Background: an optimization exercise with open tools, aiming at small area. Do not read the settings as production practice. Function was checked by simulation only, so behaviour that the tests miss may differ from the original. The flow treats the clock pin as an ideal source, which a real chip does not have. Power is estimated from default activity; no workload was simulated.

==> flow/design.v (excerpt) <==
module state_machine_project_top(
    input i_clk,
    input i_rst,
    input i_switch_1,
    input i_switch_2,
    input i_switch_3,
    input i_switch_4,
    output o_led_1,
    output o_led_2,
    output o_led_3,
    output o_led_4,
    output o_segment2_a,
    output o_segment2_b,
    output o_segment2_c,
    output o_segment2_d,
    output o_segment2_e,
    output o_segment2_f,
    output o_segment2_g,
	output o_segment2_digit
    );
clock: 10.0 ns
lec_check: 0
cap_margin: 20
core_margin: 2
core_utilization: 75
slew_margin: 20
standard.sh (not shown) runs the stock make flow with config.mk's settings and CLKGATE_MAP_FILE= SYNTH_SCRIPT=/design/flow/synth_recipe.tcl, a recipe that flattens the netlist after the stock synthesis.
==> flow/flow/run.sh <==
#!/bin/bash
# Own layout flow: the standard flow (standard.sh) with two changes:
#  - ports are buffered with the smallest buffer (buf_1) instead of the
#    resizer's default choice;
#  - clock tree synthesis takes its arguments from flow/cts_args.txt
#    (e.g. a smaller buffer list, no dummy loads).
# Every tool's output goes to a log file in this folder (and ORFS's own logs
# stay under orfs/logs).
set -euo pipefail
HERE=$(cd "$(dirname "$0")" && pwd)
export BUFFER_PORTS_ARGS="-buffer_cell sky130_fd_sc_hd__buf_1"
export CTS_ARGS="$(cat "$HERE/cts_args.txt")"
bash standard.sh > standard_flow.log 2>&1
==> flow/flow/cts_args.txt <==
-sink_clustering_enable -repair_clock_nets -dont_use_dummy_load -buf_list sky130_fd_sc_hd__clkbuf_4 sky130_fd_sc_hd__clkbuf_8 -sink_clustering_size 30 -sink_clustering_max_diameter 80
The first run stopped in clock tree synthesis.
Edit:
==> flow/flow/cts_args.txt (replaced) <==
-sink_clustering_enable -repair_clock_nets -dont_use_dummy_load -root_buf sky130_fd_sc_hd__clkbuf_8 -buf_list sky130_fd_sc_hd__clkbuf_4 -sink_clustering_size 10 -sink_clustering_max_diameter 40
This time the run produced a clean layout.
Area after synthesis is unchanged.
Synthesized cell count is unchanged.

========
state_machine_project_top again, from the RTL that the note above started with.
export LEC_CHECK = 0
export CAP_MARGIN = 20
export CORE_MARGIN = 2
export CORE_UTILIZATION = 60
export SLEW_MARGIN = 20
create_clock -name core_clock -period 10.0 [get_ports {i_clk}]
==> flow/flow/cts_args.txt <==
-sink_clustering_enable -repair_clock_nets -dont_use_dummy_load -buf_list sky130_fd_sc_hd__clkbuf_16 -sink_clustering_size 60 -sink_clustering_max_diameter 150
Scripts as last shown in full above: flow/flow/run.sh
The baseline went through all stages and came out clean.
Change:
==> flow/flow/cts_args.txt (replaced) <==
-sink_clustering_enable -repair_clock_nets -dont_use_dummy_load -buf_list sky130_fd_sc_hd__clkbuf_8 -sink_clustering_size 40 -sink_clustering_max_diameter 100
After rerunning: Clock-buffer cell count does not change; non-clock buffer count does not change; sequential share of layout area climbs by 1.3 points; first-iteration DRC count fell by about 8%; fmax decreases by 0.74%; combinational power stays flat; power is lower by about 11%; critical path depth does not change; cell count does not change.
Change:
==> flow/flow/cts_args.txt (replaced) <==
-sink_clustering_enable -repair_clock_nets -dont_use_dummy_load
--- a/flow/config.mk
+++ b/flow/config.mk
@@ -10 +10 @@
-export CORE_UTILIZATION = 60
+export CORE_UTILIZATION = 40
Global-route usage goes down by 6.2 points.
Worst setup slack gets worse by 53 ps.
Clock-buffer cell count does not change.
Total power went up by 0.40%.
Maximum frequency is lower by 1.2%.
Wire length grows by 1.7%.
Cell area grows by 1.9%.
Via count falls by 0.41%.
Die area climbs by 47%.
Non-clock buffer count is higher by 1.
Change:
==> flow/flow/cts_args.txt (replaced) <==
-sink_clustering_enable -repair_clock_nets -dont_use_dummy_load -buf_list {sky130_fd_sc_hd__clkbuf_4 sky130_fd_sc_hd__clkbuf_8} -sink_clustering_size 30 -sink_clustering_max_diameter 80
--- a/flow/config.mk
+++ b/flow/config.mk
@@ -10 +10 @@
-export CORE_UTILIZATION = 40
+export CORE_UTILIZATION = 75
=> Core utilization goes up by 38 points; setup slack is worse by 7.2 ps; die area goes down by 45%; routed wire length goes down by 1.1%.

========
The RTL this note starts from:
==> flow/design.v <==
module binary_to_7segment(
    input i_clk,
    input i_rst,
    input[3:0] i_binary_num,
    output o_segment_a,
    output o_segment_b,
    output o_segment_c,
    output o_segment_d,
    output o_segment_e,
    output o_segment_f,
    output o_segment_g
    );
    reg[3:0] d;
    always @(posedge i_clk)
    begin
        if(i_rst)
            d <= 4'h9;
        else
            d <= i_binary_num;
    end
    assign o_segment_a = !((!d[3] & d[2] & !d[1] & !d[0]) | (!d[2] & !d[1] & d[0]));
    assign o_segment_b =   (d[1] & d[0]) | (!d[3] & !d[2]) | (!d[1] & !d[0]);
    assign o_segment_c = !((d[3] & !d[2]) | (!d[2] & d[1] & !d[0]));
    assign o_segment_d = !(d[3] | (!d[2] & !d[1] & d[0]) | (d[2] & d[1] & d[0]) | (d[2] & !d[1] & !d[0]));
    assign o_segment_e = !(d[0] | (!d[3] & d[2] & !d[1]));
    assign o_segment_f = !((!d[3] & !d[2] & d[1]) | (!d[2] & d[0]) | (d[1] & d[0]));
    assign o_segment_g = !((!d[2] & !d[1]) | (d[2] & d[1] & d[0]));
endmodule
module count_and_toggle #(parameter COUNT_LIMIT = 5000) (
    input i_clk,
    input i_rst,
    input i_enable,
    output reg o_toggle
);
localparam [12:0] Q_START = 13'd11;   
reg [12:0] r_counter;
wire w_last = !r_counter[0] & !r_counter[1] & !r_counter[3] & !r_counter[5] &
              !r_counter[6] & !r_counter[9] & !r_counter[10] & !r_counter[12];
wire w_fb = r_counter[12] ~^ ~(r_counter[0] & r_counter[1]);
always @(posedge i_clk) begin
    if (i_rst | (i_enable & w_last))
        r_counter <= Q_START;
    else if (i_enable)
        r_counter <= {r_counter[11:0], w_fb};
    o_toggle <= !i_rst & i_enable & (o_toggle ^ w_last);
end
endmodule
module debounce_filter #(parameter
    DEBOUNCE_LIMIT = 250
    ) (
    input i_clk,
    input i_rst,
    input i_bouncy,
    output o_debounced
);
localparam [7:0] Q_START = 8'd15;    
reg [7:0] r_count;
reg r_state;
wire w_last = (r_count[6:0] == 7'd0);           
wire w_diff = i_bouncy ^ r_state;
wire w_clr  = i_rst | w_last | !w_diff;
wire w_fb   = r_count[7] ~^ ~(r_count[0] & r_count[4]);
always @(posedge i_clk)
begin
    if (w_clr)
        r_count <= Q_START;
    else
        r_count <= {~r_count[6:0], w_fb};
    if (i_rst)
        r_state <= 1'b0;
    else if (w_last)
        r_state <= i_bouncy;
end
assign o_debounced = r_state;
endmodule
module lfsr_22(
    input i_clk,
    input i_rst,
    output[21:0] o_lfsr_data
);
localparam [21:0] INV = 22'h2AAAAA;   
reg[21:0] r_lfsr;
always @(posedge i_clk) begin
    if(i_rst)
        r_lfsr <= INV;
    else
        r_lfsr <= {~r_lfsr[20:0], r_lfsr[21] ^ r_lfsr[20]};
end
assign o_lfsr_data = r_lfsr;
endmodule
module state_machine_game #(parameter CLKS_PER_SEC = 25000000, parameter GAME_LIMIT = 6)(
    input i_clk,
    input i_rst,
    input i_switch_1,
    input i_switch_2,
    input i_switch_3,
    input i_switch_4,
    output reg [3:0] o_score,
    output o_led_1,
    output o_led_2,
    output o_led_3,
    output o_led_4
    );
    localparam START = 3'd0;
    localparam PATTERN_OFF = 3'd2;
    localparam PATTERN_SHOW = 3'd3;
    localparam WAIT_PLAYER = 3'd1;
    localparam INCR_SCORE = 3'd4;
    localparam LOSER = 3'd5;
    localparam WINNER = 3'd6;
    localparam [3:0] SCORE_WIN = 4'hC;
    localparam [3:0] SCORE_LOSE = 4'hA;
    reg[2:0] r_sm_main;
    reg r_toggle, r_button_dv;
    reg[3:0] r_switch_n;    
    reg[13:0] r_pattern;
    wire [21:0] w_lfsr_data;
    reg[2:0] r_index;
    reg[1:0] r_button_raw;  
    wire w_count_en, w_toggle;
    wire [1:0] w_pat_raw =
        r_index[2] ? (r_index[1] ? r_pattern[13:12] : (r_index[0] ? r_pattern[11:10] : r_pattern[9:8]))
                   : (r_index[1] ? (r_index[0] ? r_pattern[7:6] : r_pattern[5:4])
                                 : (r_index[0] ? r_pattern[3:2] : r_pattern[1:0]));
    wire w_fall = !w_toggle & r_toggle;
    wire w_last = (o_score[2:0] == r_index);
    always @(posedge i_clk)
    begin
        if(i_rst)
        begin
            o_score <= 0;
            r_sm_main <= START;
        end
        else if(i_switch_1 & i_switch_2)
            r_sm_main <= START;
        else
        begin
            case(r_sm_main)
                START:
                begin
                    if(!i_switch_1 & !i_switch_2 & r_button_dv)
                    begin
                        o_score <= 0;
                        r_index <= 0;
                        r_sm_main <= PATTERN_OFF;
                    end
                end
                PATTERN_OFF:
                begin
                    if(w_fall)
                        r_sm_main <= PATTERN_SHOW;
                end
                PATTERN_SHOW:
                begin
                    if(w_fall)
                        if(w_last)
                        begin
                            r_index <= 0;
                            r_sm_main <= WAIT_PLAYER;
                        end
                        else
                        begin
                            r_index <= r_index + 1;
                            r_sm_main <= PATTERN_OFF;
                        end
                end
                WAIT_PLAYER:
                begin
                    if(r_button_dv)
                        if(w_pat_raw != r_button_raw)
                            r_sm_main <= LOSER;
                        else if(w_last)
                        begin
                            r_index <= 0;
                            r_sm_main <= INCR_SCORE;
                        end
                        else
                            r_index <= r_index + 1;
                end
                INCR_SCORE:
                begin
                    o_score <= {1'b0, o_score[2:0] + 3'd1};
                    if(o_score[2:1] == 2'b11)  
                        r_sm_main <= WINNER;
                    else
                        r_sm_main <= PATTERN_OFF;
                end
                WINNER:
                    o_score <= SCORE_WIN;
                LOSER:
                    o_score <= SCORE_LOSE;
                default:
                    r_sm_main <= START;
            endcase
        end
    end
    always @(posedge i_clk)
    begin
        if(r_sm_main == START)
            r_pattern <= w_lfsr_data[13:0];
    end
    wire w_show = (r_sm_main == PATTERN_SHOW);
    assign o_led_1 = (w_show & (w_pat_raw == 2'b10)) | i_switch_1;
    assign o_led_2 = (w_show & (w_pat_raw == 2'b11)) | i_switch_2;
    assign o_led_3 = (w_show & (w_pat_raw == 2'b00)) | i_switch_3;
    assign o_led_4 = (w_show & (w_pat_raw == 2'b01)) | i_switch_4;
    wire w_rel_1 = !r_switch_n[0] & !i_switch_1;
    wire w_rel_2 = !r_switch_n[1] & !i_switch_2;
    wire w_rel_3 = !r_switch_n[2] & !i_switch_3;
    wire w_rel_4 = !r_switch_n[3] & !i_switch_4;
    always @(posedge i_clk)
    begin
        r_toggle <= w_toggle;
        r_switch_n <= i_rst ? 4'b1111 : ~{i_switch_4, i_switch_3, i_switch_2, i_switch_1};
        r_button_dv <= !i_rst & (w_rel_1 | w_rel_2 | w_rel_3 | w_rel_4);
        r_button_raw[1] <= w_rel_1 | w_rel_2;
        r_button_raw[0] <= !w_rel_1 & (w_rel_2 | !w_rel_3);
    end
    assign w_count_en = r_sm_main[2:1] == 2'b01;  
    count_and_toggle #(.COUNT_LIMIT(CLKS_PER_SEC/4)) count_inst(
        .i_clk(i_clk),
        .i_rst(i_rst),
        .i_enable(w_count_en),
        .o_toggle(w_toggle)
    );
    lfsr_22 lfsr_inst(
        .i_clk(i_clk),
        .i_rst(i_rst),
        .o_lfsr_data(w_lfsr_data)
    );
endmodule
module state_machine_project_top(
    input i_clk,
    input i_rst,
    input i_switch_1,
    input i_switch_2,
    input i_switch_3,
    input i_switch_4,
    output o_led_1,
    output o_led_2,
    output o_led_3,
    output o_led_4,
    output o_segment2_a,
    output o_segment2_b,
    output o_segment2_c,
    output o_segment2_d,
    output o_segment2_e,
    output o_segment2_f,
    output o_segment2_g,
	output o_segment2_digit
    );
    localparam GAME_LIMIT = 7;  
    localparam CLKS_PER_SEC = 20000;  
    localparam DEBOUNCE_LIMIT = 250;  
    wire w_switch_1, w_switch_2, w_switch_3, w_switch_4;
    wire w_segment2_a, w_segment2_b, w_segment2_c, w_segment2_d, w_segment2_e, w_segment2_f, w_segment2_g;
    wire[3:0] w_score;
    debounce_filter #(.DEBOUNCE_LIMIT(DEBOUNCE_LIMIT)) debounce_sw1(
        .i_clk(i_clk),
        .i_rst(i_rst),
        .i_bouncy(!i_switch_1),  
        .o_debounced(w_switch_1)
    );
    debounce_filter #(.DEBOUNCE_LIMIT(DEBOUNCE_LIMIT)) debounce_sw2(
        .i_clk(i_clk),
        .i_rst(i_rst),
        .i_bouncy(i_switch_2),
        .o_debounced(w_switch_2)
    );
    debounce_filter #(.DEBOUNCE_LIMIT(DEBOUNCE_LIMIT)) debounce_sw3(
        .i_clk(i_clk),
        .i_rst(i_rst),
        .i_bouncy(i_switch_3),
        .o_debounced(w_switch_3)
    );
    debounce_filter #(.DEBOUNCE_LIMIT(DEBOUNCE_LIMIT)) debounce_sw4(
        .i_clk(i_clk),
        .i_rst(i_rst),
        .i_bouncy(i_switch_4),
        .o_debounced(w_switch_4)
    );
    state_machine_game #(.CLKS_PER_SEC(CLKS_PER_SEC), .GAME_LIMIT(GAME_LIMIT)) game_inst(
        .i_clk(i_clk),
        .i_rst(i_rst),
        .i_switch_1(w_switch_1),
        .i_switch_2(w_switch_2),
        .i_switch_3(w_switch_3),
        .i_switch_4(w_switch_4),
        .o_score(w_score),
        .o_led_1(o_led_1),
        .o_led_2(o_led_2),
        .o_led_3(o_led_3),
        .o_led_4(o_led_4)
    );
    binary_to_7segment scoreboard(
        .i_clk(i_clk),
        .i_rst(i_rst),
        .i_binary_num(w_score),
        .o_segment_a(w_segment2_a),
        .o_segment_b(w_segment2_b),
        .o_segment_c(w_segment2_c),
        .o_segment_d(w_segment2_d),
        .o_segment_e(w_segment2_e),
        .o_segment_f(w_segment2_f),
        .o_segment_g(w_segment2_g)
    );
    assign o_segment2_a = w_segment2_a;
    assign o_segment2_b = w_segment2_b;
    assign o_segment2_c = w_segment2_c;
    assign o_segment2_d = w_segment2_d;
    assign o_segment2_e = w_segment2_e;
    assign o_segment2_f = w_segment2_f;
    assign o_segment2_g = w_segment2_g;
	assign o_segment2_digit = 1'b0;  
endmodule
export LEC_CHECK = 0
export CAP_MARGIN = 20
export CORE_MARGIN = 2
export CORE_UTILIZATION = 40
export SLEW_MARGIN = 20
create_clock -name core_clock -period 10.0 [get_ports {i_clk}]
run.sh (not shown) runs the stock make flow with config.mk's settings and CLKGATE_MAP_FILE= SYNTH_SCRIPT=/design/flow/synth_recipe.tcl, a recipe that flattens the netlist after the stock synthesis.
Stock flow here: none of the scripts above is used.
Next try:
==> flow/flow/run.sh (new file) <==
#!/bin/bash
# Own layout flow: the standard flow (standard.sh) with two changes:
#  - ports are buffered with the smallest buffer (buf_1) instead of the
#    resizer's default choice;
#  - clock tree synthesis takes its arguments from flow/cts_args.txt
#    (e.g. a smaller buffer list, no dummy loads).
# Every tool's output goes to a log file in this folder (and ORFS's own logs
# stay under orfs/logs).
set -euo pipefail
HERE=$(cd "$(dirname "$0")" && pwd)
export BUFFER_PORTS_ARGS="-buffer_cell sky130_fd_sc_hd__buf_1"
export CTS_ARGS="$(cat "$HERE/cts_args.txt")"
bash standard.sh > standard_flow.log 2>&1
==> flow/flow/cts_args.txt (new file) <==
-sink_clustering_enable -repair_clock_nets -dont_use_dummy_load -buf_list sky130_fd_sc_hd__clkbuf_8 -sink_clustering_size 25 -sink_clustering_max_diameter 60
==> flow/standard.sh (new file) <==
#!/bin/bash
# synth_recipe.tcl (not shown) runs the flow's synth.tcl, then flattens the netlist and writes it again
# the make line also repeats each setting of config.mk as NAME=value (left out here)
make -C /OpenROAD-flow-scripts/flow DESIGN_CONFIG=/design/flow/config.mk WORK_HOME=/design/flow/orfs CLKGATE_MAP_FILE= SYNTH_SCRIPT=/design/flow/synth_recipe.tcl "${@:-finish}"
Settings changed: CORE_UTILIZATION 40 to 60.
removed: flow/run.sh
After rerunning:
- The new run passed the timing, DRC and antenna checks
- combinational power falls by about 8%
- wire length decreases by 4.1%
- clock power fell by about 20%
- register-to-register slack gains 60 ps
- die area goes down by 32%
- final area is lower by about 5.5%
- hold slack is worse by 6.2 ps
- synthesized cell count does not change
- cell count drops by about 12%
- global-route usage rises by 5.8 points
Next try:
--- a/flow/flow/run.sh
+++ b/flow/flow/run.sh
@@ -12,0 +13 @@
+export POST_CTS_TCL="$HERE/post_cts.tcl"
==> flow/flow/post_cts.tcl (new file) <==
set clk_slew_limit 0.110
proc my_max_clk_slew {} {
  estimate_parasitics -placement
  set mx 0
  foreach pin [get_pins -hierarchical */CLK] {
    set s [get_property $pin slew_max]
    if {$s > $mx} { set mx $s }
  }
  return $mx
}
set bufs {}
foreach inst [get_cells *] {
  set m [get_property $inst ref_name]
  set n [get_full_name $inst]
  if {[string match sky130_fd_sc_hd__clkbuf_* $m] && [string match clkbuf_* $n]} {
    lappend bufs [list $n $m]
  }
}
# leaves first, root last
set bufs [lsort -decreasing -index 0 $bufs]
puts "post_cts: clock slew before [my_max_clk_slew]"
foreach b $bufs {
  lassign $b n m
  foreach cand {sky130_fd_sc_hd__clkbuf_1 sky130_fd_sc_hd__clkbuf_2 sky130_fd_sc_hd__clkbuf_4} {
    if {$cand eq $m} { break }
    replace_cell $n $cand
    set s [my_max_clk_slew]
    if {$s <= $clk_slew_limit} {
      puts "post_cts: $n $m -> $cand (max clock slew $s)"
      set m $cand
      break
    }
    replace_cell $n $m
  }
}
puts "post_cts: clock slew after [my_max_clk_slew]"
detailed_placement
check_placement -verbose
Worst setup slack got worse by 210 ps.
Sequential share of layout area went up by 0.21 points.
Worst hold slack is about the same.
Cell area came out lower slightly.

## port drivers added, routing unchanged
In the flow no input, the clock included, has a driving cell. The finished layouts below were timed again as built, in two steps. Step 1, drivers: a clkbuf_16 drives i_clk and a buf_2 each remaining input, both assumed. Step 2 adds t to the input delays and takes it off the output delays; t is the mean of the earliest and latest rising clock arrival at the registers after step 1. Input paths then give back, and output paths get back, about the clock's delay inside the block. a / b / c = no drivers / after step 1 / after step 2; a / b = the first two.
| run | t (ns) | setup slack, ns | worst setup path at the end |
|---|---|---|---|
| the second run of note 1 | 0.367 | 5.678 / 5.649 / 6.017 | register to output |
| the first run of note 2 | 0.363 | 5.769 / 5.733 / 6.096 | register to output |
| the second run of note 2 | 0.374 | 5.738 / 5.707 / 6.081 | register to output |
| the third run of note 2 | 0.376 | 5.685 / 5.654 / 6.030 | register to output |
| the fourth run of note 2 | 0.367 | 5.678 / 5.649 / 6.017 | register to output |
| the first run of note 3 | 0.400 | 5.310 / 5.276 / 5.675 | register to output |
| the second run of note 3 | 0.374 | 5.738 / 5.707 / 6.081 | register to output |
| the third run of note 3 | 0.544 | 5.526 / 5.497 / 6.042 | register to output |
After both steps every run listed still meets setup and hold.
